This is an optimization exercise on Yosys and OpenROAD, whose aim is small area, not a production implementation. Function was checked by simulation only, so behaviour that the tests miss may differ from the original. Power figures rest on the tool's default switching activity, not on a simulated workload.

File: flow/flow/run.sh
#!/bin/bash
# Standard layout with three changes: port buffers use the smallest buffer,
# the clock tree uses clkbuf_8 with clusters of up to 20 sinks, and CTS adds
# no dummy loads.  Each tool's output goes to the ORFS logs under orfs/logs/;
# this script's own output goes to flow.log.
set -euo pipefail
export BUFFER_PORTS_ARGS="-buffer_cell sky130_fd_sc_hd__buf_1"
export CTS_ARGS="-sink_clustering_enable -repair_clock_nets -dont_use_dummy_load -buf_list sky130_fd_sc_hd__clkbuf_16 -sink_clustering_size 32 -sink_clustering_max_diameter 60"
bash standard.sh > flow.log 2>&1
File: flow/standard.sh
#!/bin/bash
# synth_recipe.tcl (not shown) runs the flow's synth.tcl, then flattens the netlist and writes it again
# the make line also repeats each setting of config.mk as NAME=value (left out here)
make -C /OpenROAD-flow-scripts/flow DESIGN_CONFIG=/design/flow/config.mk WORK_HOME=/design/flow/orfs CLKGATE_MAP_FILE= SYNTH_SCRIPT=/design/flow/synth_recipe.tcl "${@:-finish}"
File: flow/config.mk
export PLATFORM = sky130hd
export DESIGN_NAME = top
export DESIGN_NICKNAME = top
export VERILOG_FILES = /design/flow/design.v
export SDC_FILE = /design/flow/constraint.sdc
export NUM_CORES = 4
export LEC_CHECK = 0
export CAP_MARGIN = 20
export CORE_MARGIN = 2
export CORE_UTILIZATION = 60
export PLACE_DENSITY = 0.75
export SLEW_MARGIN = 20
File: flow/constraint.sdc
create_clock -name core_clock -period 10.0 [get_ports {clk}]
set_input_delay 2.0000 -clock core_clock [delete_from_list [all_inputs] [get_ports {clk}]]
set_output_delay 2.0000 -clock core_clock [all_outputs]
set_load 0.01 [all_outputs]
File: flow/design.v
module clk_div_4 (
  input  wire       clk,
  input  wire       rst,
  output wire       clk_div_4,   
  output wire       word_clk,
  output wire [1:0] role,        
  output wire [7:0] m,           
  output wire [7:0] m1,          
  output wire       cap,         
  output wire       word_rise,   
  output wire       clr,         
  output wire       ext,         
  output wire       pshift,      
  output wire       wzero        
);
  reg [1:0] div_cnt;
  reg [9:0] cnt;
  wire [9:0] cnt1 = cnt + 10'd1;
  reg       init;                
  reg       init2;               
  always @(posedge clk, posedge rst) begin
    if (rst) begin
      div_cnt <= 2'b00;
      cnt     <= 10'd128;
      init    <= 1'b1;
      init2   <= 1'b1;
    end else begin
      div_cnt <= div_cnt + 2'b01;
      if (div_cnt == 2'b01)
        cnt <= cnt1;
      if (div_cnt == 2'b11) begin
        init  <= 1'b0;
        init2 <= init;
      end
    end
  end
  assign clk_div_4 = div_cnt[1];
  assign word_clk  = ~cnt[7];
  assign role      = div_cnt - cnt[9:8];
  assign m         = cnt[7:0];
  assign m1        = cnt1[7:0];
  assign cap       = (div_cnt == 2'b01);
  assign word_rise = cap && (cnt[7:0] == 8'hFF);
  wire   start  = (role == 2'd3) && (cnt[7:0] == 8'd0);
  wire   zinit  = init2 & ~init;
  assign clr    = init | start;
  assign ext    = start | (zinit && div_cnt == 2'b00);
  assign pshift = word_rise | (zinit && div_cnt == 2'b01);
  assign wzero  = init && !div_cnt[1];
endmodule
module word_clk (
  input  wire        clk,
  input  wire        rst,
  input  wire        cap,
  input  wire [1:0]  role,
  input  wire [7:0]  m,           
  input  wire [7:0]  m1,          
  input  wire        wzero,
  output wire [15:0] nw           
);
  reg  [14:0] t;
  wire [14:0] tdec;
  ripple_add #(15) step (.a(t), .b({7'h7F, m1}), .ci(1'b1), .s(tdec), .co());
  always @(posedge clk, posedge rst) begin
    if (rst)
      t <= 15'd8001;              
    else if (cap)
      t <= (m == 8'hFF) ? 15'd32385 : tdec;
  end
  wire [7:0] hb = m + 8'h81;
  wire [1:0] r  = wzero ? 2'd0 : role;
  reg  [15:0] base, op;
  reg         ci;
  always @(*) begin
    case (r)
      2'd1:    begin base = 16'd0;          op = {1'b0, t};  ci = 1'b0; end
      2'd2:    begin base = {~hb, 8'h80};   op = ~{t, 1'b0}; ci = 1'b1; end
      2'd3:    begin base = {hb, 8'h80};    op = {1'b0, t};  ci = 1'b0; end
      default: begin base = 16'd0;          op = 16'd0;      ci = 1'b0; end
    endcase
  end
  ripple_add #(16) sum (.a(~base), .b(~op), .ci(~ci), .s(nw), .co());
endmodule
module ripple_add #(
  parameter N = 16
) (
  input  wire [N-1:0] a,
  input  wire [N-1:0] b,
  input  wire         ci,
  output wire [N-1:0] s,
  output wire         co
);
  wire [N:0] c;
  assign c[0] = ci;
  assign co   = c[N];
  genvar i;
  generate
    for (i = 0; i < N; i = i + 1) begin : bit_
      assign s[i]   = a[i] ^ b[i] ^ c[i];
      assign c[i+1] = (a[i] & b[i]) | (a[i] & c[i]) | (b[i] & c[i]);
    end
  endgenerate
endmodule
module data_adc (
  input  wire       clk,
  input  wire       cap,
  input  wire [5:0] din,
  output reg  [5:0] nmdat
);
  always @(posedge clk) begin
    if (cap)
      nmdat <= ~din;
  end
endmodule
module filter_sinc3 (
  input  wire        clk,
  input  wire        rst,
  input  wire        nx,          
  input  wire [15:0] nw,          
  input  wire        clr,
  input  wire        ext,
  input  wire        pshift,
  input  wire        word_rise,
  output reg  [15:0] DATA
);
  reg  [23:0] r0, r1, r2, r3;    
  reg  [15:0] pn, po;            
  wire [23:0] a = clr ? 24'd0 : r3;
  wire [23:0] b = {8'd0, ~({16{nx}} | nw)};
  wire [23:0] s;
  wire        co;
  ripple_add #(24) add (.a(a), .b(b), .ci(1'b0), .s(s), .co(co));
  always @(posedge clk) begin
    r0 <= {s[23:8] | {16{co}}, s[7:0]};
    r1 <= r0;
    r2 <= r1;
    r3 <= r2;
    if (ext)
      pn <= r3[23:8];
    if (pshift)
      po <= pn;
  end
  always @(posedge clk, posedge rst) begin
    if (rst)
      DATA <= 16'd0;
    else if (word_rise)
      DATA <= po;
  end
endmodule
module top #(
  parameter WIDTH = 16
  ) (
    input    clk,
    input    rst,
    input    data_in_i1,         
    input    data_in_u1,
    input    data_in_i2,
    input    data_in_u2,
    input    data_in_i3,
    input    data_in_u3,
    output   mclkin,             
    output   word_clk,           
    output   [WIDTH - 1 :0]  data_i1,
    output   [WIDTH - 1 :0]  data_u1,
    output   [WIDTH - 1 :0]  data_i2,
    output   [WIDTH - 1 :0]  data_u2,
    output   [WIDTH - 1 :0]  data_i3,
    output   [WIDTH - 1 :0]  data_u3
);
  wire [1:0]  role;
  wire [7:0]  m, m1;
  wire        cap, word_rise, clr, ext, pshift, wzero;
  wire [15:0] nw;
  wire [5:0]  nmdat;
  clk_div_4 ctrl (
    .clk(clk), .rst(rst),
    .clk_div_4(mclkin), .word_clk(word_clk),
    .role(role), .m(m), .m1(m1),
    .cap(cap), .word_rise(word_rise),
    .clr(clr), .ext(ext), .pshift(pshift), .wzero(wzero)
  );
  word_clk kernel (
    .clk(clk), .rst(rst), .cap(cap),
    .role(role), .m(m), .m1(m1), .wzero(wzero), .nw(nw)
  );
  data_adc SIGMA_DELTA_DATA (
    .clk(clk), .cap(cap),
    .din({data_in_u3, data_in_i3, data_in_u2, data_in_i2, data_in_u1, data_in_i1}),
    .nmdat(nmdat)
  );
  wire [15:0] dout [0:5];
  genvar g;
  generate
    for (g = 0; g < 6; g = g + 1) begin : ch
      filter_sinc3 f (
        .clk(clk), .rst(rst),
        .nx(nmdat[g]), .nw(nw),
        .clr(clr), .ext(ext), .pshift(pshift), .word_rise(word_rise),
        .DATA(dout[g])
      );
    end
  endgenerate
  assign data_i1 = dout[0];
  assign data_u1 = dout[1];
  assign data_i2 = dout[2];
  assign data_u2 = dout[3];
  assign data_i3 = dout[4];
  assign data_u3 = dout[5];
endmodule
==> results.cfg, run 1 <==
[synthesis]
ys_warn_count = 5
synth_cells = 1741
ys_seq_area_frac = 0.734
synth_nets = 1921
synth-main-ff-cell = dfxtp_1
yosys-top-cells-area = dfxtp_1, edfxtp_1, dfrtp_1
synth_edf_count = 198
syn_area_um2 = 28100
avgSynthCellArea_um2 = 16.1
synth_seq_cells = 899
yosysUniqueCellTypes = 47
synth_common_cells = dfxtp_1, edfxtp_1, and2_1
synth_top_cell_by_area = dfxtp_1
synth-async-reset-ratio = 0.139
synth.most_common_cell = dfxtp_1
netlist.area_leader.share = 0.411

[cts]
cts-buffers-inserted = 43
cts_tree = done
cts_sinks = 899
insertion_delay_ns = 0.61
cts.clk_slew.worst_paths_ns = 0.10
htreeDepth = 2
clock_path_buffers = 3
cts_root_buffer = clkbuf_16

[worst_hold_path]
hp-class = reg2reg

[worst_setup_path]
crit_arrival_ns = 10.07
critPathCaptureType = register
path_class = reg2reg
slowest_delay_ns = 0.42
cp_slowest_cell = fa_1
critPathLaunchType = register
crit_path_max_fanout = 15
timing.critical_path.mode_cell = fa_1
cp.required_ns = 10.46

[detailed_routing]
drc = 0
routedWlPerCell_um = 17.0
first_iter_violations = 594
ant_nets = 0
vias_per_cell = 4.96
firstDrtPassIters = 4
routed_wl_um = 42100
vias = 12300

[floorplan]
dieArea_um2 = 48500
fp.dieH_um = 220
die_w_um = 220
ios = 106
core_area_um2 = 46400
start_util = 0.606
row_count = 79

[sta]
fin_crit_sh = 0.960
fin_skew_ns = 0.0774
worst_pin_slew_ns = 0.871
finalMaxSlewViolations = 0
finalSetupViolations = 0
hold_viol = 0
fin_tns_setup_ns = 0
layout_min_cycle_time_ns = 9.60
maxSlewHeadroom = 0.419
fmax_mhz = 104
whs_ns = 0.291

[power_and_ir_drop]
totalPowerFinal_w = 0.00577
p_leak_nw = 13.0
irDropWorstVdd_mv = 0.140
cellPowerDensity_nw_per_um2 = 190

[placed_design]
placed_area_um2 = 29200
portBuffers = 105
hpwl_um = 27500
gp_congestion = 0.817

[layout]
fin_nets = 2047
area_growth_pct = 8.17
final_area_um2 = 30400
seq_area_um2 = 20600
nFillCells = 3247
antenna_cells = 0
final_layout_size_suffix_gt1_frac = 0.150
multi_input_area_um2 = 7070

[grt]
first_global_vias = 12900
grt.overflow.total = 0
use_met2 = 0.295
grt_util_met3 = 0.0320
top_usage_layer = met2
grtUsageTotal = 0.185
grt_max_degree = 72
grt_pass1_wl_um = 69200
grt_antenna_before_repair = 1
grt_use_met1 = 0.263

[status]
status = timing/DRC/antenna clean

[job]
maxCapViolCount = 0
## per-stage QoR
| stage | instances | setup WS, ns | utilization |
|---|---|---|---|
| 2_1_floorplan | 1741 | 0.392 | - |
| 3_3_place_gp | 2426 | 0.124 | 0.630 |
| 3_5_place_dp | 2426 | -0.102 | 0.630 |
| 4_1_cts | 2469 | 0.00253 | 0.653 |
| 5_1_grt | 2472 | -0.00527 | 0.655 |
| 6_report | 2472 | 0.398 | 0.655 |
## where the power goes
part           switching (W)  internal (W)
Combinational      0.0000110    0.00000109
Clock                0.00101      0.000770
Sequential         0.0000499       0.00392
## routing by layer
metal,wire length (um),share of wire,vias to the layer above
met5,0,0,-
met4,1010,0.024,0
met3,1720,0.041,58
met2,19700,0.47,169
met1,19700,0.47,6172
li1,-,-,5860
## sequential cells by signal, summed over array words and instances, names as in the netlist
| name | flops |
|---|---|
| ch.f.r0 | 144 |
| ch.f.r1 | 144 |
| ch.f.r2 | 144 |
| ch.f.r3 | 144 |
| ch.f.DATA | 96 |
| ch.f.pn | 96 |
| ch.f.po | 96 |
| kernel.t | 15 |
| ctrl.cnt | 10 |
| SIGMA_DELTA_DATA.nmdat | 6 |
| ctrl.div_cnt | 2 |
| ctrl.init | 1 |
| ctrl.init2 | 1 |
## timing repair
action | in CTS | in global routing
gates resized for setup | 0 | 21
setup buffers | 0 | 3
hold buffers | 0 | 0
endpoints found under the setup margin | 0 | 91
## layout make-up
class / count / area share
clock buffer: 43 / 0.0354
inverter: 63 / 0.00787
multi-input combinational: 728 / 0.233
sequential: 899 / 0.679
tap: 607 / 0.0250
timing repair buffer: 132 / 0.0202
## path summary, 6_finish.rpt
path	depth (start not counted)	slack [ns]	startpoint	end
max	36	0.40	ctrl.div_cnt[0]$_DFF_PP0_	ch[0].f.r0[10]$_DFF_P_
min	0	0.29	ch[1].f.r0[9]$_DFF_P_	ch[1].f.r1[9]$_DFF_P_
max reg2reg	36	0.40	ctrl.div_cnt[0]$_DFF_PP0_	ch[0].f.r0[10]$_DFF_P_
min reg2reg	0	0.29	ch[1].f.r0[9]$_DFF_P_	ch[1].f.r1[9]$_DFF_P_
max in group asynchronous	3	7.01	rst	ctrl.cnt[4]$_DFFE_PP0P_
min in group asynchronous	2	1.55	rst	ch[3].f.DATA[8]$_DFFE_PP0P_
## cell families (layout without fill, tap and decap cells)
kind of cell,after synthesis,in the layout,synth area share
compound gates,46,46,0.0108
xor+xnor,24,24,0.00749
fa+ha+maj,172,172,0.105
buf+inv,114,238,0.0176
flops,899,899,0.734
mux,98,98,0.0433
simple gates,388,388,0.0819
## critical path: cells and delay by family (launching register included)
kind                     cells  cell delay, ns
AO/OA/AOI/OAI                1            0.11
XOR/XNOR                     1            0.20
adder cells (fa/ha/maj)     24            7.28
buffers and inverters        5            0.46
flip-flops                   1            0.41
multiplexers                 1            0.28
AND/OR/NAND/NOR              4            0.75
## cell usage in the layout (no fill, tap or decap), types with 60 or more instances in the layout
master / n
edfxtp_1: 198
mux2_2: 67
nor2b_1: 73
dfxtp_1: 576
and2_1: 128
inv_1: 60
buf_1: 105
ha_1: 66
dfrtp_1: 115
fa_1: 102
or2_2: 80
==> inputs of run 2 (changes only) <==
--- a/flow/flow/run.sh
+++ b/flow/flow/run.sh
@@ -6,4 +6,4 @@
 set -euo pipefail
 export BUFFER_PORTS_ARGS="-buffer_cell sky130_fd_sc_hd__buf_1"
-export CTS_ARGS="-sink_clustering_enable -repair_clock_nets -dont_use_dummy_load -buf_list sky130_fd_sc_hd__clkbuf_16 -sink_clustering_size 32 -sink_clustering_max_diameter 60"
+export CTS_ARGS="-sink_clustering_enable -repair_clock_nets -dont_use_dummy_load -buf_list sky130_fd_sc_hd__clkbuf_8 -sink_clustering_size 20 -sink_clustering_max_diameter 50"
 bash standard.sh > flow.log 2>&1
==> run 2 against run 1 <==
- clock power decreased by 15%
- sequential power hardly changed
- critical path type unchanged
- flip-flop and latch count did not move
- largest cell class unchanged
- utilization is 0.63 points lower
- global-route usage fell by 0.12 points
- count of clock-buffer cells in the layout up 15
- synthesized cell count is the same
- still clean
- critical path depth unchanged
- clock skew is 0.017 ns higher
- critical endpoint is now ch[0].f.r0[11]$_DFF_P_
- sequential share of layout area increased by 0.66 points
==> results.cfg, run 2 <==
[worst_setup_path]
slowest_delay_ns = 0.42
timing.critical_path.mode_cell = fa_1
cp.required_ns = 10.54
cp_slowest_cell = fa_1
crit_arrival_ns = 10.13
critPathLaunchType = register
crit_path_max_fanout = 15
critPathCaptureType = register
path_class = reg2reg

[detailed_routing]
first_iter_violations = 602
ant_nets = 0
routed_wl_um = 42000
routedWlPerCell_um = 16.9
vias_per_cell = 4.96
vias = 12300
firstDrtPassIters = 4
drc = 0

[floorplan]
dieArea_um2 = 48500
core_area_um2 = 46400
fp.dieH_um = 220
die_w_um = 220
ios = 106
start_util = 0.606
row_count = 79

[grt]
grt_max_degree = 72
grtUsageTotal = 0.184
grt_pass1_wl_um = 68700
first_global_vias = 13000
grt.overflow.total = 0
grt_antenna_before_repair = 1

[synthesis]
netlist.area_leader.share = 0.411
synth_top_family_by_area = adder cells
synth-async-reset-ratio = 0.139
synth_mux_area_frac = 0.0433
synth_top_cell_by_area = dfxtp_1
synth_adder_area_share = 0.105
yosys-top-cells-area = dfxtp_1, edfxtp_1, dfrtp_1
synth-main-ff-cell = dfxtp_1
synth_nets = 1921
synth_seq_cells = 899
synthSimpleGateAreaFrac = 0.0819
synth.most_common_cell = dfxtp_1
synth_edf_count = 198
synth-xor-area-share = 0.00749
ys_warn_count = 5
ys_seq_area_frac = 0.734
synth_compound_area_frac = 0.0108
synth_cells = 1741
avgSynthCellArea_um2 = 16.1
syn_area_um2 = 28100
yosysUniqueCellTypes = 47
synth_common_cells = dfxtp_1, edfxtp_1, and2_1

[sta]
fin_tns_setup_ns = 0
fin_crit_sh = 0.959
layout_min_cycle_time_ns = 9.59
worst_pin_slew_ns = 0.852
finalMaxSlewViolations = 0
maxSlewHeadroom = 0.432
hold_viol = 0
fin_skew_ns = 0.0947
fmax_mhz = 104
finalSetupViolations = 0

[placed_design]
gp_congestion = 0.817
hpwl_um = 27500
portBuffers = 105

[layout]
area_growth_pct = 7.13
final_cell_mix = dfxtp_1, edfxtp_1, and2_1
antenna_cells = 0
layout_commonest_cell = dfxtp_1
final_layout_size_suffix_gt1_frac = 0.155
fin_nets = 2061

[cts]
cts_root_buffer = clkbuf_8
cts_tree = done
cts_sinks = 899
insertion_delay_ns = 0.69
cts.clk_slew.worst_paths_ns = 0.11
clock_path_buffers = 3
cts-buffers-inserted = 58
htreeDepth = 2
cts.hold.buffers_added = 0

[power_and_ir_drop]
irDropWorstVdd_mv = 0.133
cellPowerDensity_nw_per_um2 = 183
p_leak_nw = 12.9
totalPowerFinal_w = 0.00550

[job]
maxCapViolCount = 0

[worst_hold_path]
hp-class = reg2reg

[status]
status = timing/DRC/antenna clean
## run 2: cell counts after synthesis
Identical to the previous run, type by type.
## run 2: area by class of cell
cell class	instances	area (um2)
sequential	899	20600
tap	607	759
fill	3295	16300
inverter	63	239
multi-input combinational	728	7060
timing repair buffer	131	606
clock buffer	58	798
## run 2: per-stage QoR
step                 util  cells  instance area, um2  hold WS (ns)  setup slack (ns)
global placement    0.630   2426               29200         0.310             0.124
floorplan               -   1741               28100         0.310             0.392
finish              0.649   2486               30100         0.297             0.411
detailed placement  0.630   2426               29200         0.312            -0.102
CTS                 0.647   2484               30000         0.290            0.0478
global route        0.649   2486               30100         0.299          -0.00901
## run 2: final timing paths
check	startpoint	cells past startpoint	end	slack [ns]
hold / removal	ch[5].f.r2[0]$_DFF_P_	0	ch[5].f.r3[0]$_DFF_P_	0.30
setup reg to reg	ctrl.div_cnt[0]$_DFF_PP0_	36	ch[0].f.r0[11]$_DFF_P_	0.41
max in group asynchronous	rst	3	kernel.t[1]$_DFFE_PP0P_	7.08
min in group asynchronous	rst	2	ch[3].f.DATA[8]$_DFFE_PP0P_	1.47
hold reg to reg	ch[5].f.r2[0]$_DFF_P_	0	ch[5].f.r3[0]$_DFF_P_	0.30
setup / recovery	ctrl.div_cnt[0]$_DFF_PP0_	36	ch[0].f.r0[11]$_DFF_P_	0.41
## run 2: cells by family (layout without fill, tap and decap cells)
| family | Yosys count | after routing |
|---|---|---|
| compound gates | 46 | 46 |
| xor+xnor | 24 | 24 |
| fa+ha+maj | 172 | 172 |
| buf+inv | 114 | 252 |
| flops | 899 | 899 |
| mux | 98 | 98 |
| simple gates | 388 | 388 |
## run 2: critical path, delay by kind of cell (launching register included)
kind | cells | cell delay, ns
multiplexers | 1 | 0.28
adder cells (fa/ha/maj) | 24 | 7.29
AO/OA/AOI/OAI | 1 | 0.10
XOR/XNOR | 1 | 0.20
buffers and inverters | 5 | 0.49
AND/OR/NAND/NOR | 4 | 0.75
flip-flops | 1 | 0.40
## run 2: power by group
part	leakage (nW)	total (W)	internal, W	switching (W)
Clock	0.417	0.00151	0.000519	0.000991
Combinational	4.19	0.0000121	0.00000109	0.0000110
Sequential	8.33	0.00397	0.00392	0.0000488
Total	12.9	0.00550	0.00444	0.00105
## run 2: what timing repair did
action | in CTS | in global routing
gates resized for setup | 0 | 18
buffers inserted | 0 | 2
hold endpoints to repair | 0 | 0
endpoints found under the setup margin | 0 | 90
## run 2: metal layers
metal,vias up,GRT usage,wire (um)
li1,5882,-,-
met1,6185,0.263,19700
met2,189,0.289,19300
met3,67,0.0327,1880
met4,0,0.0584,1070
met5,-,0,0
==> inputs of run 3 (changes only) <==
--- a/flow/design.v
+++ b/flow/design.v
@@ -61,5 +61,15 @@
   reg  [14:0] t;
   wire [14:0] tdec;
-  ripple_add #(15) step (.a(t), .b({7'h7F, m1}), .ci(1'b1), .s(tdec), .co());
+  wire [14:0] sa = t;
+  wire [14:0] sb = {7'h7F, m1};
+  wire [15:0] sc;
+  assign sc[0] = 1'b1;
+  genvar i;
+  generate
+    for (i = 0; i < 15; i = i + 1) begin : step
+      assign tdec[i]  = sa[i] ^ sb[i] ^ sc[i];
+      assign sc[i+1]  = (sa[i] & sb[i]) | (sa[i] & sc[i]) | (sb[i] & sc[i]);
+    end
+  endgenerate
   always @(posedge clk, posedge rst) begin
     if (rst)
@@ -80,23 +90,12 @@
     endcase
   end
-  ripple_add #(16) sum (.a(~base), .b(~op), .ci(~ci), .s(nw), .co());
-endmodule
-module ripple_add #(
-  parameter N = 16
-) (
-  input  wire [N-1:0] a,
-  input  wire [N-1:0] b,
-  input  wire         ci,
-  output wire [N-1:0] s,
-  output wire         co
-);
-  wire [N:0] c;
-  assign c[0] = ci;
-  assign co   = c[N];
-  genvar i;
-  generate
-    for (i = 0; i < N; i = i + 1) begin : bit_
-      assign s[i]   = a[i] ^ b[i] ^ c[i];
-      assign c[i+1] = (a[i] & b[i]) | (a[i] & c[i]) | (b[i] & c[i]);
+  wire [15:0] wa = ~base;
+  wire [15:0] wb = ~op;
+  wire [16:0] wc;
+  assign wc[0] = ~ci;
+  generate
+    for (i = 0; i < 16; i = i + 1) begin : sum
+      assign nw[i]    = wa[i] ^ wb[i] ^ wc[i];
+      assign wc[i+1]  = (wa[i] & wb[i]) | (wa[i] & wc[i]) | (wb[i] & wc[i]);
     end
   endgenerate
@@ -129,6 +128,14 @@
   wire [23:0] b = {8'd0, ~({16{nx}} | nw)};
   wire [23:0] s;
-  wire        co;
-  ripple_add #(24) add (.a(a), .b(b), .ci(1'b0), .s(s), .co(co));
+  wire [24:0] c;
+  assign c[0] = 1'b0;
+  genvar i;
+  generate
+    for (i = 0; i < 24; i = i + 1) begin : add
+      assign s[i]   = a[i] ^ b[i] ^ c[i];
+      assign c[i+1] = (a[i] & b[i]) | (a[i] & c[i]) | (b[i] & c[i]);
+    end
+  endgenerate
+  wire        co = c[24];
   always @(posedge clk) begin
     r0 <= {s[23:8] | {16{co}}, s[7:0]};
--- a/flow/config.mk
+++ b/flow/config.mk
@@ -9,4 +9,5 @@
 export CORE_MARGIN = 2
 export CORE_UTILIZATION = 60
+export GPL_TIMING_DRIVEN = 0
 export PLACE_DENSITY = 0.75
 export SLEW_MARGIN = 20
==> run 3 against run 2 <==
- critical endpoint is now ch[5].f.r0[18]$_DFF_P_
- non-clock buffer count up 33
- final cell count up 1.9%
- clock power about the same
- critical path type unchanged
- worst hold slack worse by 0.037 ns
- flip-flop and latch count unchanged
- register-to-register slack worse by 0.14 ns
- count of clock-buffer cells in the layout down 2
- first-iteration DRC count up 14%
==> results.cfg, run 3 <==
[synthesis]
synth-main-ff-cell = dfxtp_1
netlist.area_leader.share = 0.412
avgSynthCellArea_um2 = 15.9
synth_nets = 1939
yosys-top-cells-area = dfxtp_1, edfxtp_1, dfrtp_1
yosysUniqueCellTypes = 44
synth_seq_cells = 899
syn_area_um2 = 28000
synth_top_cell_by_area = dfxtp_1
synth-async-reset-ratio = 0.139
ys_warn_count = 5
synth_edf_count = 198
synth.most_common_cell = dfxtp_1
synth_common_cells = dfxtp_1, edfxtp_1, and2_1
synth_cells = 1759
ys_seq_area_frac = 0.737

[sta]
fin_crit_sh = 0.973
worst_pin_slew_ns = 1.00
fin_skew_ns = 0.127
maxSlewHeadroom = 0.330
fmax_mhz = 103
finalMaxSlewViolations = 0
finalSetupViolations = 0
whs_ns = 0.260
finalWorstSetupSlack_ns = 0.268
layout_min_cycle_time_ns = 9.73
hold_viol = 0

[worst_setup_path]
critPathLaunchType = register
timing.critical_path.mode_cell = fa_1
r2r-start = ctrl.cnt[8]$_DFFE_PP0P_
cp.required_ns = 10.59
crit_path_max_fanout = 10
critPathCaptureType = register
r2r_setup_slack_ns = 0.27
rr_endpoint = ch[5].f.r0[18]$_DFF_P_
cp_slowest_cell = or4b_4
crit_arrival_ns = 10.32
slowest_delay_ns = 0.50
path_class = reg2reg
r2r_cells = 37

[layout]
layout_commonest_cell = dfxtp_1
final_cell_mix = dfxtp_1, edfxtp_1, and2_1
final_layout_size_suffix_gt1_frac = 0.177
antenna_cells = 0
area_growth_pct = 8.38
fin_cells = 2534
finalCoreUtilization = 0.655
fin_nets = 2109

[cts]
cts.hold.buffers_added = 0
cts_sinks = 899
clock_path_buffers = 3
htreeDepth = 2
insertion_delay_ns = 0.70
cts_root_buffer = clkbuf_8
cts.clk_slew.worst_paths_ns = 0.11
cts-buffers-inserted = 56
cts_tree = done

[placed_design]
gp_congestion = 0.830
portBuffers = 105
post-place-ws_ns = -0.916
hpwl_um = 30600
dpl.cell_count = 2477

[floorplan]
die_w_um = 220
start_util = 0.604
fp.dieH_um = 220
dieArea_um2 = 48300
row_count = 79
ios = 106
core_area_um2 = 46300

[worst_hold_path]
hp-class = reg2reg
hold_end = ch[2].f.r3[5]$_DFF_P_
holdPathStages = 0
hp-start = ch[2].f.r2[5]$_DFF_P_

[detailed_routing]
vias_per_cell = 4.95
ant_nets = 0
firstDrtPassIters = 5
routedWlPerCell_um = 18.0
first_iter_violations = 687
drc = 0
routed_wl_um = 45600
vias = 12500

[power_and_ir_drop]
irDropWorstVdd_mv = 0.117
cellPowerDensity_nw_per_um2 = 181
totalPowerFinal_w = 0.00547
p_leak_nw = 12.8

[status]
status = timing/DRC/antenna clean

[job]
maxCapViolCount = 0

[grt]
use_met2 = 0.319
top_usage_layer = met2
grtUsageTotal = 0.199
grt_antenna_before_repair = 3
first_global_vias = 13100
grt_max_degree = 76
grt_pass1_wl_um = 72600
grt_util_met3 = 0.0375
grt.overflow.total = 0
grt_use_met1 = 0.283
==> run 3: changes by cell type after synthesis, sizes merged, moves of 6 or more <==
cell	before	now
nor3	1	10
nor2	24	35
inv	63	69
nand3	7	15
nor2b	73	62
buf	19	11
o21ai	17	25
clkbuf	32	41
==> run 3: critical path, delay by kind of cell (launching register included) <==
kind | cells | cell delay [ns]
buffers and inverters | 7 | 0.74
AND/OR/NAND/NOR | 6 | 1.38
flip-flops | 1 | 0.43
adder cells (fa/ha/maj) | 24 | 7.05
==> run 3: final cells by class <==
type,count,area [um2]
buffer,50,298
sequential,899,20600
inverter,69,267
fill,3214,16000
clock buffer,56,771
timing repair buffer,114,558
tap,607,759
multi-input combinational,739,7030
==> run 3: worst max-delay path by stage <==
stage	start	end	slack, ns	depth (start not counted)
2_1_floorplan	ctrl.div_cnt[0]$_DFF_PP0_	ch[0].f.r0[13]$_DFF_P_	0.61	38
5_1_grt	ctrl.cnt[8]$_DFFE_PP0P_	ch[5].f.r0[20]$_DFF_P_	-0.003	37
4_1_cts	ctrl.cnt[8]$_DFFE_PP0P_	ch[1].f.r0[21]$_DFF_P_	0.005	37
3_5_place_dp	ctrl.div_cnt[0]$_DFF_PP0_	ch[4].f.r0[15]$_DFF_P_	-0.92	38
6_report	ctrl.cnt[8]$_DFFE_PP0P_	ch[5].f.r0[18]$_DFF_P_	0.27	37
3_3_place_gp	ctrl.div_cnt[0]$_DFF_PP0_	ch[4].f.r0[13]$_DFF_P_	-0.71	38
==> run 3: kinds of logic after synthesis <==
family	Yosys count	share of synthesized area
AOI/OAI and AO/OA	48	0.0102
xor gates and xnor gates	20	0.00680
adders and majority gates	172	0.105
buffers and inverters	121	0.0179
DFF	899	0.737
muxes	98	0.0395
and+or+nand+nor	401	0.0831
==> run 3: power by group <==
part | total, W | switching [W] | internal (W)
clock network | 0.00149 | 0.000989 | 0.000502
registers | 0.00397 | 0.0000461 | 0.00392
logic | 0.0000142 | 0.0000121 | 0.00000207
==> run 3: metal layers <==
layer | vias up | wire length [um] | part of all wire
met3 | 61 | 2080 | 0.046
met5 | - | 0 | 0
met4 | 0 | 1090 | 0.024
li1 | 6012 | - | -
met1 | 6269 | 21000 | 0.46
met2 | 204 | 21400 | 0.47
==> run 3: stage by stage <==
step                TNS [ns]  instance area, um2
finish                     0               30300
global route        -0.00336               30300
global placement      -41.99               29100
detailed placement    -58.68               29300
floorplan                  0               28000
CTS                        0               30200
==> run 3: timing repair <==
action / 4_1_cts / 5_1_grt
buffers inserted: 2 / 1
endpoints found under the setup margin: 96 / 88
cloned: 0 / 0
resized for setup: 52 / 27
pin swaps: 4 / 3
==> inputs of run 4 (changes only) <==
--- a/flow/config.mk
+++ b/flow/config.mk
@@ -9,5 +9,4 @@
 export CORE_MARGIN = 2
 export CORE_UTILIZATION = 60
-export GPL_TIMING_DRIVEN = 0
 export PLACE_DENSITY = 0.75
 export SLEW_MARGIN = 20
==> run 4 against run 3 <==
- highest routed layer unchanged
- still clean on timing, DRC and antenna
- routed wire length fell by 8.7%
- first-iteration DRC count fell by 8.9%
- count of clock-buffer cells in the layout did not move
- synthesized cell count did not move
- synthesized area did not move
- die area did not move
- flip-flop and latch count did not move
- setup slack improved by 0.10 ns
- via count fell by 2.2%
- total power fell by 0.23%
==> results.cfg, run 4 <==
[status]
status = timing/DRC/antenna clean

[synthesis]
synth_edf_count = 198
synth_mux_area_frac = 0.0395
synth_top_cell_by_area = dfxtp_1
ys_seq_area_frac = 0.737
avgSynthCellArea_um2 = 15.9
netlist.area_leader.share = 0.412
yosysUniqueCellTypes = 44
synth_seq_cells = 899
synth-async-reset-ratio = 0.139
yosys-top-cells-area = dfxtp_1, edfxtp_1, dfrtp_1
synth_compound_area_frac = 0.0102
synth_common_cells = dfxtp_1, edfxtp_1, and2_1
synth_adder_area_share = 0.105
synth_nets = 1939
synth_cells = 1759
synthSimpleGateAreaFrac = 0.0831
synth.most_common_cell = dfxtp_1
ys_warn_count = 5
synth_top_family_by_area = adder cells
synth-main-ff-cell = dfxtp_1
syn_area_um2 = 28000
synth-xor-area-share = 0.00680

[worst_setup_path]
timing.critical_path.mode_cell = fa_1
critPathCaptureType = register
path_delay_family = adder cells
critPathLaunchType = register
path_class = reg2reg
crit_path_max_fanout = 15
slowest_delay_ns = 0.53
path_buf_inv = 5
cp.required_ns = 10.52
cp_slowest_cell = or4b_1
crit_arrival_ns = 10.15

[cts]
htreeDepth = 2
cts.clk_slew.worst_paths_ns = 0.08
insertion_delay_ns = 0.69
clock_path_buffers = 3
cts_root_buffer = clkbuf_8
cts_tree = done
cts.hold.buffers_added = 0
cts-buffers-inserted = 56
cts_sinks = 899

[detailed_routing]
routed_wl_um = 41600
firstDrtPassIters = 5
drc = 0
ant_nets = 0
vias_per_cell = 4.93
routedWlPerCell_um = 16.7
vias = 12300
first_iter_violations = 626

[sta]
finalMaxSlewViolations = 0
maxSlewHeadroom = 0.277
finalWorstSetupSlack_ns = 0.371
layout_min_cycle_time_ns = 9.63
hold_viol = 0
fmax_mhz = 104
whs_ns = 0.289
finalSetupViolations = 0
fin_skew_ns = 0.0804
rsz0062_at_grt = no
fin_tns_setup_ns = 0
worst_pin_slew_ns = 1.09
fin_crit_sh = 0.963

[power_and_ir_drop]
cellPowerDensity_nw_per_um2 = 183
irDropWorstVdd_mv = 0.122
totalPowerFinal_w = 0.00546
p_leak_nw = 12.7

[layout]
nFillCells = 3277
final_layout_size_suffix_gt1_frac = 0.151
fin_nets = 2065
final_cell_mix = dfxtp_1, edfxtp_1, and2_1
area_growth_pct = 6.78
layout_commonest_cell = dfxtp_1
fin_cells = 2491

[placed_design]
gp_congestion = 0.812
hpwl_um = 27100
portBuffers = 105
dpl.cell_count = 2433
post-place-ws_ns = -0.00935

[grt]
grt_antenna_before_repair = 1
first_global_vias = 12700
grt_max_degree = 77
grt_pass1_wl_um = 67500
grtUsageTotal = 0.182
grt.overflow.total = 0

[job]
maxCapViolCount = 0

[floorplan]
core_area_um2 = 46300
die_w_um = 220
fp.dieH_um = 220
row_count = 79
dieArea_um2 = 48300
start_util = 0.604
ios = 106

[worst_hold_path]
hp-class = reg2reg
==> run 4: cells by family after synthesis <==
family / count (synthesis)
flip-flops: 899
AND/OR/NAND/NOR: 401
AO/OA/AOI/OAI: 48
buffers and inverters: 121
multiplexers: 98
XOR/XNOR: 20
adder cells (fa/ha/maj): 172
==> run 4: final cells by class <==
type / count / area, um2 / share of cell area
Antenna cell: 1 / 2.50 / 0.0000838
Tap cell: 607 / 759 / 0.0254
Inverter: 69 / 264 / 0.00884
Sequential cell: 899 / 20600 / 0.691
Multi-Input combinational cell: 739 / 6930 / 0.232
Timing Repair Buffer: 120 / 514 / 0.0172
Clock buffer: 56 / 771 / 0.0258
==> run 4: worst paths after layout <==
| check | from | endpoint | slack (ns) | cells after the start |
|---|---|---|---|---|
| min reg2reg | ch[1].f.r1[20]$_DFF_P_ | ch[1].f.r2[20]$_DFF_P_ | 0.29 | 0 |
| max | ctrl.div_cnt[0]$_DFF_PP0_ | ch[1].f.r0[20]$_DFF_P_ | 0.37 | 35 |
| min | ch[1].f.r1[20]$_DFF_P_ | ch[1].f.r2[20]$_DFF_P_ | 0.29 | 0 |
| max in group asynchronous | rst | ctrl.cnt[2]$_DFFE_PP0P_ | 7.23 | 3 |
| max reg2reg | ctrl.div_cnt[0]$_DFF_PP0_ | ch[1].f.r0[20]$_DFF_P_ | 0.37 | 35 |
| min in group asynchronous | rst | ch[0].f.DATA[0]$_DFFE_PP0P_ | 1.40 | 2 |
==> run 4: timing repair <==
item / 4_1_cts / 5_1_grt
buffers inserted: 0 / 1
resized for setup: 1 / 18
pin swaps: 0 / 1
endpoints found under the setup margin: 9 / 90
==> run 4: stage by stage <==
step	area (um2)	utilization
after floorplan	28000	-
after detailed placement	29000	0.627
after global placement	29000	0.627
after global routing	29900	0.645
after CTS	29800	0.644
final	29900	0.645
==> run 4: report_power, final <==
part	internal [W]	total [W]	switching [W]
clock	0.000503	0.00148	0.000975
sequential	0.00392	0.00397	0.0000483
combinational	0.00000113	0.0000120	0.0000109
total	0.00443	0.00546	0.00103
==> run 4: layer usage <==
metal | share of wire | GRT usage
met2 | 0.46 | 0.284
met3 | 0.039 | 0.0356
met4 | 0.023 | 0.0499
met1 | 0.48 | 0.263
met5 | 0 | 0
==> inputs of run 5 (changes only) <==
--- a/flow/config.mk
+++ b/flow/config.mk
@@ -8,5 +8,5 @@
 export CAP_MARGIN = 20
 export CORE_MARGIN = 2
-export CORE_UTILIZATION = 60
-export PLACE_DENSITY = 0.75
+export CORE_UTILIZATION = 65
+export PLACE_DENSITY = 0.7
 export SLEW_MARGIN = 20
==> run 5 against run 4 <==
- critical path type unchanged
- setup slack got worse by 0.011 ns
- still clean
- via count increased by 0.42%
- synthesized area is the same
- routed wire length grew 1.5%
==> results.cfg, run 5 <==
[status]
status = timing/DRC/antenna clean

[cts]
cts-buffers-inserted = 56
cts_tree = done
htreeDepth = 2
clock_path_buffers = 3
cts_root_buffer = clkbuf_8
insertion_delay_ns = 0.68
cts.clk_slew.worst_paths_ns = 0.11
cts_sinks = 899

[sta]
fin_skew_ns = 0.0584
layout_min_cycle_time_ns = 9.64
fin_crit_sh = 0.964
finalMaxSlewViolations = 0
worst_pin_slew_ns = 1.02
hold_viol = 0
maxSlewHeadroom = 0.318
finalSetupViolations = 0
fmax_mhz = 104
fin_tns_setup_ns = 0

[synthesis]
yosys-top-cells-area = dfxtp_1, edfxtp_1, dfrtp_1
ys_seq_area_frac = 0.737
synth-async-reset-ratio = 0.139
synth_common_cells = dfxtp_1, edfxtp_1, and2_1
ys_warn_count = 5
avgSynthCellArea_um2 = 15.9
synth-main-ff-cell = dfxtp_1
synth_edf_count = 198
synth.most_common_cell = dfxtp_1
yosysUniqueCellTypes = 44
netlist.area_leader.share = 0.412
syn_area_um2 = 28000
synth_nets = 1939
synth_cells = 1759
synth_seq_cells = 899
synth_top_cell_by_area = dfxtp_1

[worst_setup_path]
critPathCaptureType = register
rr_endpoint = ch[1].f.r0[8]$_DFF_P_
crit_arrival_ns = 10.19
cp.required_ns = 10.55
critPathLaunchType = register
timing.critical_path.mode_cell = fa_1
r2r_cells = 34
crit_path_max_fanout = 15
r2r_setup_slack_ns = 0.36
cp-startpoint = ctrl.cnt[8]$_DFFE_PP0P_
endpoint = ch[1].f.r0[8]$_DFF_P_
slowest_delay_ns = 0.50
cp_slowest_cell = or4b_4
path_class = reg2reg
r2r-start = ctrl.cnt[8]$_DFFE_PP0P_

[detailed_routing]
routed_wl_um = 42200
vias = 12300
routedWlPerCell_um = 17.4
vias_per_cell = 5.07
firstDrtPassIters = 4
first_iter_violations = 590
ant_nets = 0
drc = 0

[grt]
first_global_vias = 12900
grt.overflow.total = 0
grtUsageTotal = 0.203
grt_antenna_before_repair = 4
grt_max_degree = 112
grt_pass1_wl_um = 69700

[placed_design]
gp_congestion = 0.814
hpwl_um = 26900
dpl.cell_count = 2371
placed_area_um2 = 29000
portBuffers = 105

[layout]
final_layout_size_suffix_gt1_frac = 0.153
nFillCells = 2884
finalCoreUtilization = 0.706
fin_cells = 2431
multi_input_area_um2 = 6940
area_growth_pct = 6.69
final_cell_mix = dfxtp_1, edfxtp_1, and2_1
seq_area_um2 = 20600
final_area_um2 = 29800
layout_commonest_cell = dfxtp_1
fin_nets = 2072

[power_and_ir_drop]
cellPowerDensity_nw_per_um2 = 183
p_leak_nw = 12.7
totalPowerFinal_w = 0.00547
irDropWorstVdd_mv = 0.143

[job]
maxCapViolCount = 0

[floorplan]
core_area_um2 = 42200
die_w_um = 211
start_util = 0.662
ios = 106
dieArea_um2 = 44700
fp.dieH_um = 211
row_count = 75

[worst_hold_path]
hp-class = reg2reg
## run 5: metrics by stage
step / hold WS (ns) / setup WS (ns)
finish: 0.301 / 0.359
global route: 0.302 / -0.00782
CTS: 0.293 / 0.0140
detailed placement: 0.312 / -0.0490
global placement: 0.310 / 0.165
floorplan: 0.310 / 0.611
## run 5: how the worst min path moves through the flow
stage | slack [ns] | from | to | cells after the start
floorplan | 0.31 | ch[0].f.r0[0]$_DFF_P_ | ch[0].f.r1[0]$_DFF_P_ | 0
detailed placement | 0.31 | ch[2].f.r2[13]$_DFF_P_ | ch[2].f.r3[13]$_DFF_P_ | 0
global route | 0.30 | ch[0].f.r2[17]$_DFF_P_ | ch[0].f.r3[17]$_DFF_P_ | 0
global placement | 0.31 | ch[4].f.r2[8]$_DFF_P_ | ch[4].f.r3[8]$_DFF_P_ | 0
CTS | 0.29 | ch[0].f.r0[16]$_DFF_P_ | ch[0].f.r1[16]$_DFF_P_ | 0
finish | 0.30 | ch[5].f.r2[5]$_DFF_P_ | ch[5].f.r3[5]$_DFF_P_ | 0
## run 5: area by class of cell
| type | instances | area share |
|---|---|---|
| diodes | 2 | 0.000168 |
| clock buffers | 56 | 0.0258 |
| inverters | 69 | 0.00877 |
| multi-input cells | 739 | 0.233 |
| flip-flops and latches | 899 | 0.691 |
| well taps | 539 | 0.0226 |
| repair buffers | 127 | 0.0187 |
## run 5: timing repair
| action | in CTS | in global routing |
|---|---|---|
| pin swaps | 0 | 2 |
| endpoints found under the setup margin | 15 | 90 |
| resized for setup | 1 | 15 |
| gates cloned | 0 | 0 |
| buffers inserted | 0 | 2 |
| hold buffers | 0 | 0 |
## run 5: power by group
part	internal [W]	switching [W]	total, W
sequential	0.00392	0.0000470	0.00397
combinational	0.00000109	0.0000108	0.0000119
clock	0.000503	0.000982	0.00148
## run 5: layer usage
metal | vias up | part of all wire | GRT usage
li1 | 5936 | - | -
met1 | 6120 | 0.47 | 0.294
met3 | 82 | 0.047 | 0.0343
met2 | 186 | 0.46 | 0.315
met4 | 4 | 0.031 | 0.0714
met5 | - | 0.00076 | 0
## run 5: kinds of logic (layout without fill, tap and decap cells)
family | after synthesis | after routing | synth area share
compound gates | 48 | 48 | 0.0102
xor+xnor | 20 | 20 | 0.00680
fa+ha+maj | 172 | 172 | 0.105
buf+inv | 121 | 252 | 0.0179
flops | 899 | 899 | 0.737
mux | 98 | 98 | 0.0395
other cells | 0 | 2 | 0
simple gates | 401 | 401 | 0.0831
## run 5: worst max-delay path: cells and delay by family, from the launching register on
| family | cells | cell delay, ns |
|---|---|---|
| buffers and inverters | 4 | 0.25 |
| AND/OR/NAND/NOR | 6 | 1.52 |
| adder cells (fa/ha/maj) | 24 | 7.31 |
| flip-flops | 1 | 0.42 |
==> inputs of run 6 (changes only) <==
--- a/flow/flow/run.sh
+++ b/flow/flow/run.sh
@@ -6,4 +6,4 @@
 set -euo pipefail
 export BUFFER_PORTS_ARGS="-buffer_cell sky130_fd_sc_hd__buf_1"
-export CTS_ARGS="-sink_clustering_enable -repair_clock_nets -dont_use_dummy_load -buf_list sky130_fd_sc_hd__clkbuf_8 -sink_clustering_size 20 -sink_clustering_max_diameter 50"
+export CTS_ARGS="-sink_clustering_enable -repair_clock_nets -dont_use_dummy_load -buf_list sky130_fd_sc_hd__clkbuf_4 -sink_clustering_size 10 -sink_clustering_max_diameter 40"
 bash standard.sh > flow.log 2>&1
--- a/flow/config.mk
+++ b/flow/config.mk
@@ -8,5 +8,5 @@
 export CAP_MARGIN = 20
 export CORE_MARGIN = 2
-export CORE_UTILIZATION = 65
-export PLACE_DENSITY = 0.7
+export CORE_UTILIZATION = 60
+export PLACE_DENSITY = 0.75
 export SLEW_MARGIN = 20
==> run 6 against run 5 <==
- worst hold slack lost 0.056 ns
- sequential share of layout area shrank 0.11 points
- utilization shrank 6.1 points
- first-iteration DRC count shrank 8.0%
- final cell count grew 4.5%
- non-clock buffer count shrank 7
- largest power group unchanged
==> results.cfg, run 6 <==
[synthesis]
ys_seq_area_frac = 0.737
yosysUniqueCellTypes = 44
synth_top_cell_by_area = dfxtp_1
synth_cells = 1759
synth_nets = 1939
synth_common_cells = dfxtp_1, edfxtp_1, and2_1
avgSynthCellArea_um2 = 15.9
synth.most_common_cell = dfxtp_1
synth-async-reset-ratio = 0.139
ys_warn_count = 5
netlist.area_leader.share = 0.412
yosys-top-cells-area = dfxtp_1, edfxtp_1, dfrtp_1
synth_seq_cells = 899
syn_area_um2 = 28000
synth-main-ff-cell = dfxtp_1
synth_edf_count = 198

[worst_hold_path]
hp-class = reg2reg

[sta]
finalMaxSlewViolations = 0
layout_min_cycle_time_ns = 9.66
fin_crit_sh = 0.966
fmax_mhz = 104
rsz0062_at_grt = no
maxSlewHeadroom = 0.276
worst_pin_slew_ns = 1.09
finalSetupViolations = 0
whs_ns = 0.244
fin_skew_ns = 0.145
hold_viol = 0

[worst_setup_path]
crit_arrival_ns = 10.36
timing.critical_path.mode_cell = fa_1
crit_path_max_fanout = 15
critPathCaptureType = register
path_buf_inv = 5
path_class = reg2reg
cp_slowest_cell = or4b_4
critPathLaunchType = register
slowest_delay_ns = 0.50
cp.required_ns = 10.70
path_delay_family = adder cells

[power_and_ir_drop]
seqPwrFrac = 0.726
swShare = 0.194
p_int_w = 0.00441
totalPowerFinal_w = 0.00547
power_frac_comb = 0.002
pwr-share-clk = 0.272
p_leak_nw = 12.8
cellPowerDensity_nw_per_um2 = 183
switching_power_w = 0.00106
irDropWorstVdd_mv = 0.104

[layout]
finalCoreUtilization = 0.646
nFillCells = 3310
fin_nets = 2114
final_layout_size_suffix_gt1_frac = 0.174
seq_area_um2 = 20600
multi_input_area_um2 = 6930
layout_commonest_cell = dfxtp_1
final_cell_mix = dfxtp_1, edfxtp_1, and2_1
area_growth_pct = 6.86

[cts]
cts_sinks = 899
clock_path_buffers = 3
cts-buffers-inserted = 105
cts_tree = done
cts.hold.buffers_added = 0
insertion_delay_ns = 0.87
cts_root_buffer = clkbuf_4
cts.clk_slew.worst_paths_ns = 0.10
htreeDepth = 3

[grt]
grt_max_degree = 77
grt.overflow.total = 0
grt_antenna_before_repair = 3
grtUsageTotal = 0.186
first_global_vias = 13100
grt_pass1_wl_um = 68700

[floorplan]
start_util = 0.604
die_w_um = 220
dieArea_um2 = 48300
ios = 106
fp.dieH_um = 220
core_area_um2 = 46300
row_count = 79

[placed_design]
hpwl_um = 27100
portBuffers = 105
gp_congestion = 0.812

[job]
maxCapViolCount = 0

[detailed_routing]
ant_nets = 0
routed_wl_um = 42000
routedWlPerCell_um = 16.5
vias_per_cell = 4.93
firstDrtPassIters = 5
vias = 12500
drc = 0
first_iter_violations = 543

[status]
status = timing/DRC/antenna clean
run 6: cell types whose count changed in the layout (fill, tap and decap cells not counted), moves of 2 or more:
| cell | delta |
|---|---|
| buf_4 | -9 |
| buf_6 | +2 |
| clkbuf_4 | +105 |
| clkbuf_8 | -56 |
| fa_1 | -4 |
| fa_2 | +4 |
| ha_2 | +2 |
run 6: path summary, 6_finish.rpt:
path	depth (start not counted)	endpoint	slack, ns	from
worst max-delay path	35	ch[2].f.r0[19]$_DFF_P_	0.34	ctrl.div_cnt[0]$_DFF_PP0_
worst min-delay path	0	ch[1].f.r3[1]$_DFF_P_	0.24	ch[1].f.r2[1]$_DFF_P_
worst max register to register	35	ch[2].f.r0[19]$_DFF_P_	0.34	ctrl.div_cnt[0]$_DFF_PP0_
worst min register to register	0	ch[1].f.r3[1]$_DFF_P_	0.24	ch[1].f.r2[1]$_DFF_P_
max in group asynchronous	3	ctrl.cnt[2]$_DFFE_PP0P_	7.35	rst
min in group asynchronous	2	ch[1].f.DATA[3]$_DFFE_PP0P_	1.23	rst
run 6: layout make-up:
type	count	area share
Clock buffer	105	0.0264
Sequential cell	899	0.690
Inverter	69	0.00884
Multi-Input combinational cell	739	0.232
Timing Repair Buffer	120	0.0172
Antenna cell	2	0.000168
Tap cell	607	0.0254
run 6: worst reg2reg max path, delay by kind of cell, from the launching register on:
kind | cells | cell delay (ns)
and+or+nand+nor | 6 | 1.66
DFF | 1 | 0.42
buffers and inverters | 5 | 0.32
adders and majority gates | 24 | 7.18
run 6: logic make-up (layout without fill, tap and decap cells):
| family | Yosys count | after routing | share of synthesized area |
|---|---|---|---|
| xor+xnor | 20 | 20 | 0.00680 |
| buf+inv | 121 | 294 | 0.0179 |
| flops | 899 | 899 | 0.737 |
| simple gates | 401 | 401 | 0.0831 |
| mux | 98 | 98 | 0.0395 |
| fa+ha+maj | 172 | 172 | 0.105 |
| compound gates | 48 | 48 | 0.0102 |
| other cells | 0 | 2 | 0 |
run 6: power groups by stage:
| stage | Clock [W] | Sequential [W] | Combinational (W) |
|---|---|---|---|
| global placement | 0 | 0.00404 | 0.0000127 |
| floorplan | 0 | 0.00403 | 0.00000767 |
| detailed placement | 0 | 0.00406 | 0.0000133 |
| CTS | 0.00156 | 0.00398 | 0.0000133 |
| finish | 0.00149 | 0.00397 | 0.0000121 |
| global route | 0.00170 | 0.00399 | 0.0000147 |
run 6: metal layers:
metal  vias up  wire [um]  GRT usage
met1      6149      19800      0.261
li1       6070          -          -
met5         -          0          0
met2       246      19200      0.285
met3        70       2000     0.0417
met4         0       1090     0.0740
run 6: repair_timing:
item / in CTS / in global routing
endpoints found under the setup margin: 9 / 85
gates resized for setup: 2 / 18
buffers inserted: 0 / 1
pin swaps: 0 / 2
run 6: stage by stage:
step	TNS, ns	instance area [um2]	setup WS, ns	cells
6_report	0	29900	0.344	2541
5_1_grt	0	29900	0.000953	2540
4_1_cts	0	29800	0.0396	2538
3_5_place_dp	-0.0234	29000	-0.00935	2433
3_3_place_gp	0	29000	0.140	2433
2_1_floorplan	0	28000	0.611	1759
==> inputs of run 7 (changes only) <==
--- a/flow/design.v
+++ b/flow/design.v
@@ -11,5 +11,5 @@
   output wire       clr,         
   output wire       ext,         
-  output wire       pshift,      
+  output wire       lo_wr,       
   output wire       wzero        
 );
@@ -19,4 +19,5 @@
   reg       init;                
   reg       init2;               
+  reg       init3;               
   always @(posedge clk, posedge rst) begin
     if (rst) begin
@@ -25,4 +26,5 @@
       init    <= 1'b1;
       init2   <= 1'b1;
+      init3   <= 1'b1;
     end else begin
       div_cnt <= div_cnt + 2'b01;
@@ -32,4 +34,5 @@
         init  <= 1'b0;
         init2 <= init;
+        init3 <= init2;
       end
     end
@@ -43,8 +46,8 @@
   assign word_rise = cap && (cnt[7:0] == 8'hFF);
   wire   start  = (role == 2'd3) && (cnt[7:0] == 8'd0);
-  wire   zinit  = init2 & ~init;
+  wire   zinit  = init3 & ~init;
   assign clr    = init | start;
   assign ext    = start | (zinit && div_cnt == 2'b00);
-  assign pshift = word_rise | (zinit && div_cnt == 2'b01);
+  assign lo_wr  = start;
   assign wzero  = init && !div_cnt[1];
 endmodule
@@ -117,12 +120,13 @@
   input  wire        nx,          
   input  wire [15:0] nw,          
-  input  wire        clr,
-  input  wire        ext,
-  input  wire        pshift,
+  input  wire        clr,         
+  input  wire        ext,         
+  input  wire        lo_wr,       
   input  wire        word_rise,
   output reg  [15:0] DATA
 );
   reg  [23:0] r0, r1, r2, r3;    
-  reg  [15:0] pn, po;            
+  reg  [7:0]  pn;                
+  reg  [15:0] po;                
   wire [23:0] a = clr ? 24'd0 : r3;
   wire [23:0] b = {8'd0, ~({16{nx}} | nw)};
@@ -142,9 +146,9 @@
     r1 <= r0;
     r2 <= r1;
-    r3 <= r2;
-    if (ext)
-      pn <= r3[23:8];
-    if (pshift)
-      po <= pn;
+    r3 <= {r2[23:8], lo_wr ? r3[15:8] : r2[7:0]};
+    if (ext) begin
+      pn <= r3[23:16];
+      po <= {pn, r3[7:0]};
+    end
   end
   always @(posedge clk, posedge rst) begin
@@ -177,5 +181,5 @@
   wire [1:0]  role;
   wire [7:0]  m, m1;
-  wire        cap, word_rise, clr, ext, pshift, wzero;
+  wire        cap, word_rise, clr, ext, lo_wr, wzero;
   wire [15:0] nw;
   wire [5:0]  nmdat;
@@ -185,5 +189,5 @@
     .role(role), .m(m), .m1(m1),
     .cap(cap), .word_rise(word_rise),
-    .clr(clr), .ext(ext), .pshift(pshift), .wzero(wzero)
+    .clr(clr), .ext(ext), .lo_wr(lo_wr), .wzero(wzero)
   );
   word_clk kernel (
@@ -203,5 +207,5 @@
         .clk(clk), .rst(rst),
         .nx(nmdat[g]), .nw(nw),
-        .clr(clr), .ext(ext), .pshift(pshift), .word_rise(word_rise),
+        .clr(clr), .ext(ext), .lo_wr(lo_wr), .word_rise(word_rise),
         .DATA(dout[g])
       );
==> run 7 against run 6 <==
- non-clock buffer count rose by 11
- utilization grew 0.88 points
- final area shrank 2.7%
- via count up 3.9%
- setup slack worse by 0.0074 ns
- critical path type unchanged
- die area is 2.9% lower
- critical endpoint is now ch[4].f.r0[10]$_DFF_P_
- maximum frequency hardly changed
- critical path depth unchanged
- clock skew decreased by 0.034 ns
==> results.cfg, run 7 <==
[status]
status = timing/DRC/antenna clean

[synthesis]
synth-main-ff-cell = dfxtp_1
yosysUniqueCellTypes = 46
ys_seq_area_frac = 0.708
synth.most_common_cell = dfxtp_1
synth_cells = 1849
netlist.area_leader.share = 0.425
synth_nets = 2029
avgSynthCellArea_um2 = 14.7
synth_edf_count = 150
synth_top_cell_by_area = dfxtp_1
yosys-top-cells-area = dfxtp_1, edfxtp_1, dfrtp_1
ys_warn_count = 5
synth_seq_cells = 852
syn_area_um2 = 27100
synth-async-reset-ratio = 0.148
synth_common_cells = dfxtp_1, nand2_1, edfxtp_1

[grt]
grt_antenna_before_repair = 2
grt.overflow.total = 0
grt_max_degree = 65
grtUsageTotal = 0.206
first_global_vias = 14200
grt_pass1_wl_um = 74300

[layout]
fin_nets = 2206
nFillCells = 3267
final_layout_size_suffix_gt1_frac = 0.171
final_cell_mix = dfxtp_1, nand2_1, edfxtp_1
area_growth_pct = 7.16
finalCoreUtilization = 0.655
final_area_um2 = 29100
layout_commonest_cell = dfxtp_1

[sta]
layout_min_cycle_time_ns = 9.66
fin_crit_sh = 0.966
maxSlewHeadroom = 0.365
finalMaxSlewViolations = 0
fin_skew_ns = 0.111
finalSetupViolations = 0
rsz0062_at_grt = no
finalWorstSetupSlack_ns = 0.336
worst_pin_slew_ns = 0.949
hold_viol = 0
fin_tns_setup_ns = 0
fmax_mhz = 103

[detailed_routing]
drc = 0
ant_nets = 0
firstDrtPassIters = 5
vias_per_cell = 4.97
vias = 13000
routed_wl_um = 44900
routedWlPerCell_um = 17.2
first_iter_violations = 689

[floorplan]
dieArea_um2 = 46900
ios = 106
fp.dieH_um = 217
start_util = 0.611
die_w_um = 217
core_area_um2 = 44400
row_count = 77

[cts]
clock_path_buffers = 3
cts_tree = done
cts_root_buffer = clkbuf_4
cts_sinks = 852
post_cts_buffers = 0
insertion_delay_ns = 0.88
cts.clk_slew.worst_paths_ns = 0.11
htreeDepth = 3
cts-buffers-inserted = 104

[worst_setup_path]
path_class = reg2reg
slowest_delay_ns = 0.43
crit_arrival_ns = 10.43
crit_path_max_fanout = 15
cp.required_ns = 10.76
critPathCaptureType = register
timing.critical_path.mode_cell = fa_1
cp_slowest_cell = dfrtp_1
critPathLaunchType = register

[placed_design]
portBuffers = 105
hpwl_um = 28700
placed_area_um2 = 28200
gp_congestion = 0.813
post-place-ws_ns = 0.0698

[power_and_ir_drop]
pwr-share-clk = 0.276
swShare = 0.205
p_int_w = 0.00421
irDropWorstVdd_mv = 0.105
cellPowerDensity_nw_per_um2 = 182
power_frac_comb = 0.014
p_leak_nw = 12.9
switching_power_w = 0.00109
seqPwrFrac = 0.710

[job]
maxCapViolCount = 0

[worst_hold_path]
hp-class = reg2reg
-- run 7: per-layer routing --
layer  track usage  part of all wire
met1         0.267              0.44
met5             0                 0
met3        0.0458             0.053
met4        0.0856             0.032
met2         0.337              0.48
-- run 7: power groups by stage --
stage | combinational (W) | clock (W) | sequential [W]
final | 0.0000764 | 0.00146 | 0.00376
after global placement | 0.0000755 | 0 | 0.00383
after floorplan | 0.0000589 | 0 | 0.00382
after CTS | 0.0000789 | 0.00152 | 0.00377
after detailed placement | 0.0000785 | 0 | 0.00384
after global routing | 0.0000969 | 0.00167 | 0.00379
-- run 7: stage by stage --
| step | total power, W | hold slack, ns | std cells |
|---|---|---|---|
| floorplan | 0.00388 | 0.310 | 1849 |
| global placement | 0.00390 | 0.310 | 2512 |
| detailed placement | 0.00392 | 0.312 | 2512 |
| CTS | 0.00536 | 0.230 | 2616 |
| global route | 0.00555 | 0.236 | 2618 |
| finish | 0.00530 | 0.245 | 2618 |
-- run 7: worst max-delay path, delay by kind of cell (launching register included) --
kind	cells	cell delay [ns]
buf+inv	4	0.38
xor+xnor	1	0.17
mux	1	0.28
simple gates	4	0.87
flops	1	0.43
compound gates	1	0.14
fa+ha+maj	24	7.35
-- run 7: timing repair --
item / 4_1_cts / 5_1_grt
resized for setup: 0 / 20
setup endpoints to repair: 0 / 90
hold buffers: 0 / 0
-- run 7: path summary, 6_finish.rpt --
path / from / end / slack (ns) / depth (start not counted)
setup reg to reg: ctrl.div_cnt[0]$_DFF_PP0_ / ch[4].f.r0[10]$_DFF_P_ / 0.34 / 35
min in group asynchronous: rst / ch[4].f.DATA[0]$_DFFE_PP0P_ / 1.22 / 2
max in group asynchronous: rst / kernel.t[7]$_DFFE_PP0N_ / 7.38 / 3
hold / removal: ch[1].f.r2[9]$_DFF_P_ / ch[1].f.r3[9]$_DFF_P_ / 0.25 / 0
setup / recovery: ctrl.div_cnt[0]$_DFF_PP0_ / ch[4].f.r0[10]$_DFF_P_ / 0.34 / 35
hold reg to reg: ch[1].f.r2[9]$_DFF_P_ / ch[1].f.r3[9]$_DFF_P_ / 0.25 / 0
-- run 7: cells by family (layout without fill, tap and decap cells) --
kind of cell	after synthesis	in the layout	synth area share
simple gates	537	537	0.104
buf+inv	123	298	0.0189
xor+xnor	24	24	0.00830
flops	852	852	0.708
compound gates	36	36	0.00849
fa+ha+maj	172	172	0.108
mux	105	105	0.0438
other cells	0	2	0
-- run 7: area by class of cell --
| type | count | area (um2) | share of cell area |
|---|---|---|---|
| antenna | 2 | 5.00 | 0.000172 |
| clock buffer | 104 | 781 | 0.0269 |
| inverter | 63 | 241 | 0.00831 |
| multi-input combinational | 874 | 7510 | 0.258 |
| sequential | 852 | 19200 | 0.660 |
| tap | 592 | 741 | 0.0255 |
| timing repair buffer | 131 | 597 | 0.0205 |
==> inputs of run 8 (changes only) <==
--- a/flow/flow/run.sh
+++ b/flow/flow/run.sh
@@ -6,4 +6,4 @@
 set -euo pipefail
 export BUFFER_PORTS_ARGS="-buffer_cell sky130_fd_sc_hd__buf_1"
-export CTS_ARGS="-sink_clustering_enable -repair_clock_nets -dont_use_dummy_load -buf_list sky130_fd_sc_hd__clkbuf_4 -sink_clustering_size 10 -sink_clustering_max_diameter 40"
+export CTS_ARGS="-sink_clustering_enable -repair_clock_nets -dont_use_dummy_load -buf_list sky130_fd_sc_hd__clkbuf_8 -sink_clustering_size 20 -sink_clustering_max_diameter 50"
 bash standard.sh > flow.log 2>&1
--- a/flow/config.mk
+++ b/flow/config.mk
@@ -8,5 +8,5 @@
 export CAP_MARGIN = 20
 export CORE_MARGIN = 2
-export CORE_UTILIZATION = 60
-export PLACE_DENSITY = 0.75
+export CORE_UTILIZATION = 55
+export PLACE_DENSITY = 0.7
 export SLEW_MARGIN = 20
==> run 8 against run 7 <==
- first-iteration DRC count shrank 21%
- total power grew 0.27%
- clock skew shrank 0.033 ns
- maximum frequency grew 0.81%
- combinational power is essentially flat
- largest power group unchanged
==> results.cfg, run 8 <==
[layout]
area_growth_pct = 7.52
finalCoreUtilization = 0.597
final_area_um2 = 29200
seq_area_um2 = 19200
antenna_cells = 0
multi_input_area_um2 = 7490
nFillCells = 3843
final_cell_mix = dfxtp_1, nand2_1, edfxtp_1
fin_nets = 2163
layout_commonest_cell = dfxtp_1
final_layout_size_suffix_gt1_frac = 0.152

[cts]
htreeDepth = 2
cts-buffers-inserted = 58
cts_root_buffer = clkbuf_8
clock_path_buffers = 3
cts_sinks = 852
cts_tree = done
cts.hold.buffers_added = 0
cts.clk_slew.worst_paths_ns = 0.11
insertion_delay_ns = 0.70

[power_and_ir_drop]
cellPowerDensity_nw_per_um2 = 182
p_leak_nw = 12.9
irDropWorstVdd_mv = 0.128

[synthesis]
synth_nets = 2029
synth_seq_cells = 852
synth-async-reset-ratio = 0.148
avgSynthCellArea_um2 = 14.7
synth.most_common_cell = dfxtp_1
ys_seq_area_frac = 0.708
yosysUniqueCellTypes = 46
synth_top_cell_by_area = dfxtp_1
syn_area_um2 = 27100
synth_common_cells = dfxtp_1, nand2_1, edfxtp_1
synth_edf_count = 150
netlist.area_leader.share = 0.425
synth_cells = 1849
synth-main-ff-cell = dfxtp_1
ys_warn_count = 5
yosys-top-cells-area = dfxtp_1, edfxtp_1, dfrtp_1

[floorplan]
fp.dieH_um = 226
start_util = 0.555
row_count = 81
ios = 106
core_area_um2 = 48800
dieArea_um2 = 51100
die_w_um = 226

[detailed_routing]
ant_nets = 0
first_iter_violations = 542
vias = 12800
routedWlPerCell_um = 16.9
routed_wl_um = 44700
drc = 0
firstDrtPassIters = 4
vias_per_cell = 4.82

[worst_setup_path]
crit_arrival_ns = 10.14
path_delay_family = adder cells
crit_path_max_fanout = 15
timing.critical_path.mode_cell = fa_1
slowest_delay_ns = 0.42
critPathCaptureType = register
cp.required_ns = 10.55
path_buf_inv = 4
critPathLaunchType = register
cp_slowest_cell = fa_1
path_class = reg2reg
r2r_setup_slack_ns = 0.41

[sta]
whs_ns = 0.285
fin_skew_ns = 0.0777
layout_min_cycle_time_ns = 9.59
rsz0062_at_grt = no
hold_viol = 0
worst_pin_slew_ns = 0.944
maxSlewHeadroom = 0.371
finalSetupViolations = 0
fin_crit_sh = 0.959
fin_tns_setup_ns = 0
finalMaxSlewViolations = 0
fmax_mhz = 104

[grt]
grtUsageTotal = 0.184
grt.overflow.total = 0
grt_pass1_wl_um = 71400
grt_antenna_before_repair = 1
first_global_vias = 13300
grt_max_degree = 71

[job]
maxCapViolCount = 0

[placed_design]
placed_area_um2 = 28300
portBuffers = 105
gp_congestion = 0.815
hpwl_um = 29200

[worst_hold_path]
hp-class = reg2reg

[status]
status = timing/DRC/antenna clean
run 8: cell counts after synthesis:
No cell type changed its count.
run 8: kinds of logic after synthesis:
kind of cell,after synthesis,share of synthesized area
AOI/OAI and AO/OA,36,0.00849
DFF,852,0.708
adders and majority gates,172,0.108
xor gates and xnor gates,24,0.00830
and+or+nand+nor,537,0.104
buffers and inverters,123,0.0189
muxes,105,0.0438
run 8: path summary, 6_finish.rpt:
| path | end | cells past startpoint | from |
|---|---|---|---|
| worst max-delay path | ch[1].f.r0[8]$_DFF_P_ | 35 | ctrl.div_cnt[0]$_DFF_PP0_ |
| worst min-delay path | ch[5].f.r2[20]$_DFF_P_ | 0 | ch[5].f.r1[20]$_DFF_P_ |
| worst max register to register | ch[1].f.r0[8]$_DFF_P_ | 35 | ctrl.div_cnt[0]$_DFF_PP0_ |
| worst min register to register | ch[5].f.r2[20]$_DFF_P_ | 0 | ch[5].f.r1[20]$_DFF_P_ |
| max in group asynchronous | kernel.t[13]$_DFFE_PP0N_ | 3 | rst |
| min in group asynchronous | ch[5].f.DATA[12]$_DFFE_PP0P_ | 2 | rst |
run 8: layout make-up:
type	count	area share
tap	664	0.0285
sequential	852	0.658
clock buffer	58	0.0274
inverter	63	0.00828
multi-input combinational	874	0.257
timing repair buffer	134	0.0210
run 8: through the flow:
stage	power [W]	setup WS, ns	instances
2_1_floorplan	0.00388	0.388	1849
3_3_place_gp	0.00390	0.320	2585
3_5_place_dp	0.00392	0.154	2585
4_1_cts	0.00539	0.131	2643
5_1_grt	0.00554	0.0327	2645
6_report	0.00532	0.414	2645
run 8: power by group:
group          internal, W  total (W)  switching, W
registers          0.00371    0.00376     0.0000491
clock network     0.000518    0.00148      0.000961
logic            0.0000264  0.0000766     0.0000502
run 8: per-layer routing:
metal	global-route usage	vias up	share of wire
met1	0.244	6337	0.45
met2	0.299	191	0.47
met3	0.0432	94	0.047
met5	0	-	0.00027
li1	-	6131	-
met4	0.0618	2	0.031
run 8: repair_timing:
item,CTS,global route
setup endpoints to repair,0,90
setup buffers,0,2
gates resized for setup,0,14
run 8: worst reg2reg max path, delay by kind of cell, from the launching register on:
kind | cells | cell delay [ns]
buffers and inverters | 4 | 0.36
adder cells (fa/ha/maj) | 24 | 7.42
XOR/XNOR | 1 | 0.16
multiplexers | 1 | 0.24
AO/OA/AOI/OAI | 1 | 0.10
AND/OR/NAND/NOR | 4 | 0.81
flip-flops | 1 | 0.40

re-timing with driven ports:
Ports are ideal in the flow. The routed layouts listed here were re-timed in OpenROAD. Step 1: set_driving_cell puts a clkbuf_16 on clk and a buf_2 on each other input, an assumption about the parent block. Step 2 times the ports against the registers' clock, not the clock port: input delays grow and output delays shrink by t, the midpoint of the rising clock arrivals with the driver on. a / b / c = no drivers / after step 1 / after step 2; a / b = the first two.
run	shift t [ns]	slack for setup (ns)
run 1	0.622	0.398 / 0.398 / 0.398
run 2	0.696	0.411 / 0.411 / 0.411
run 3	0.686	0.268 / 0.268 / 0.268
run 4	0.694	0.371 / 0.371 / 0.371
run 5	0.700	0.359 / 0.359 / 0.359
run 6	0.852	0.344 / 0.344 / 0.344
run 7	0.879	0.336 / 0.336 / 0.336
run 8	0.713	0.414 / 0.414 / 0.414
After both steps every run listed still meets setup and hold.
